Background: an optimization exercise with open tools, aiming at small area. Do not read the settings as production practice. Function was checked by simulation only, so behaviour that the tests miss may differ from the original. No activity file was given, so power comes from the tool's default toggle rates.

==> inputs of 09-27 <==
==> flow/design.v (excerpt) <==
module fir_ctrl
#(
    parameter   FIR_IN  = 16,
    parameter   FIR_OUT = 16
)
(
    input   wire                             sys_clk     ,
    input   wire                             sys_rst_n   ,
    input   signed  [FIR_IN  - 1:0]          data_in     ,
    input   wire                             data_valid  ,
    output  signed  [FIR_OUT - 1:0]          fir_out     ,
    output  wire                             fir_out_valid
);
Settings: LEC_CHECK=0, CAP_MARGIN=20, CORE_MARGIN=2, CORE_UTILIZATION=40, CTS_BUF_LIST=sky130_fd_sc_hd__clkbuf_8, CTS_CLUSTER_DIAMETER=60, CTS_CLUSTER_SIZE=16, SLEW_MARGIN=20, SYNTH_HIERARCHICAL=1; clock period 10.0 ns.
run.sh (not shown) runs the stock make flow with config.mk's settings and CLKGATE_MAP_FILE= SYNTH_SCRIPT=/design/flow/synth_recipe.tcl, a recipe that flattens the netlist after the stock synthesis.
==> inputs of 06-18, as changes to 09-27 <==
==> flow/flow/run.sh (new file) <==
#!/bin/bash
# The standard layout (standard.sh, unchanged synthesis) with two changes:
# a clock tree of fewer, larger clusters without dummy loads, and the smallest
# buffer for the port buffers. The full make output goes to standard.log here.
set -euo pipefail
bash standard.sh \
  "CTS_ARGS=-sink_clustering_enable -repair_clock_nets -dont_use_dummy_load -buf_list sky130_fd_sc_hd__clkbuf_16 -sink_clustering_size 30 -sink_clustering_max_diameter 100" \
  "BUFFER_PORTS_ARGS=-buffer_cell sky130_fd_sc_hd__buf_1" \
  finish > standard.log 2>&1
==> flow/standard.sh (new file) <==
#!/bin/bash
# synth_recipe.tcl (not shown) runs the flow's synth.tcl, then flattens the netlist and writes it again
# the make line also repeats each setting of config.mk as NAME=value (left out here)
make -C /OpenROAD-flow-scripts/flow DESIGN_CONFIG=/design/flow/config.mk WORK_HOME=/design/flow/orfs CLKGATE_MAP_FILE= SYNTH_SCRIPT=/design/flow/synth_recipe.tcl "${@:-finish}"
--- a/flow/config.mk
+++ b/flow/config.mk
@@ -9,7 +9,4 @@
 export CORE_MARGIN = 2
 export CORE_UTILIZATION = 40
-export CTS_BUF_LIST = sky130_fd_sc_hd__clkbuf_8
-export CTS_CLUSTER_DIAMETER = 60
-export CTS_CLUSTER_SIZE = 16
 export SLEW_MARGIN = 20
 export SYNTH_HIERARCHICAL = 1
removed: flow/run.sh
==> summary of the runs <==
In 09-27 the via count is higher than in 06-18, by about 1.2%. Between 06-18 and 09-27, the lower power is in 06-18 (gap about 3%, measured against 09-27). Hold slack: 06-18 is lower than 09-27 (0.027 ns). Between 09-27 and 06-18, the lower clock skew is in 09-27 (gap 0.014 ns). Against 09-27, the register-to-register slack of 06-18 is lower by 0.15 ns. In sequential power, 09-27 and 06-18 hardly differ. In synthesized area, 09-27 and 06-18 do not differ. 06-18 passed the timing, DRC and antenna checks. 09-27 completed with no timing, DRC or antenna violations. Against 06-18, the global-route usage of 09-27 is higher by 0.55 points. Of 09-27 and 06-18, 09-27 has the higher critical path depth (gap 1). Combinational power: 06-18 is lower than 09-27 (about 2%).
==> figures <==
| quantity | 06-18 | 09-27 |
|---|---|---|
| Result of the run | complete, no violations | complete, no violations |
| # clk buffers | 27 | 56 |
| Fraction of standard cell area that is sequential | 51.4% | 50.4% |
| Clk power | 0.00122 W | 0.00139 W |
| Fraction of final layout cells with drive strength greater than 1 | 4.07% | 6.32% |
| Non-clk buf share | 1.15% | 1.91% |
| Buffer cell driving the clock tree root | clkbuf_16 | clkbuf_8 |
| Antenna diode count | 1 | 2 |
| Largest fanout on the critical path | 16 | 11 |
| Beginning of the worst hold path | x10[15] | x2[13] |
| Switch share | 37.6% | 38.1% |
| Wire length per cell | 20.5 µm | 20.7 µm |
| Arrival time worst endpoint | 9.52 ns | 9.47 ns |
| Number of logic stages on the critical path including buffering | 23 | 24 |
| Worst voltage drop across the vdd grid | 306 µV | 281 µV |
| Met2 demand-to-capacity share in global routing | 26.2% | 27.4% |
| Part of the total power dissipated in the clock network | 12.1% | 13.3% |
| Lkg Pwr | 10.7 nW | 11.0 nW |
| Ratio of layout area to synthesized area | 1.080x | 1.101x |
| Number of buffers inserted during clock tree synthesis | 27 | 50 |
| Switching component of the power | 0.00381 W | 0.00398 W |

-- static timing again, ports no longer ideal --
The flow's constraints put no driver on any port. The routed layouts listed below were extracted and timed again, unchanged, in two steps. Step 1 (the two cells are an assumption about what drives the block):
set clk [get_ports {sys_clk}]
set_driving_cell -lib_cell sky130_fd_sc_hd__clkbuf_16 $clk
set_driving_cell -lib_cell sky130_fd_sc_hd__buf_2 [delete_from_list [all_inputs] $clk]
Step 2 also shifts input and output timing later by t, the mid clock arrival at the registers, as if the neighbouring blocks saw the same clock. Slacks: ideal / step 1 / step 2; pairs: ideal / step 1.
run | t, ns | setup slack, ns | hold slack, ns
09-27 | 0.703 | 1.119 / 1.119 / 1.119 | 0.320 / 0.320 / 0.320
06-18 | 0.637 | 0.973 / 0.973 / 0.973 | 0.293 / 0.293 / 0.293
After both steps every run listed still meets setup and hold.
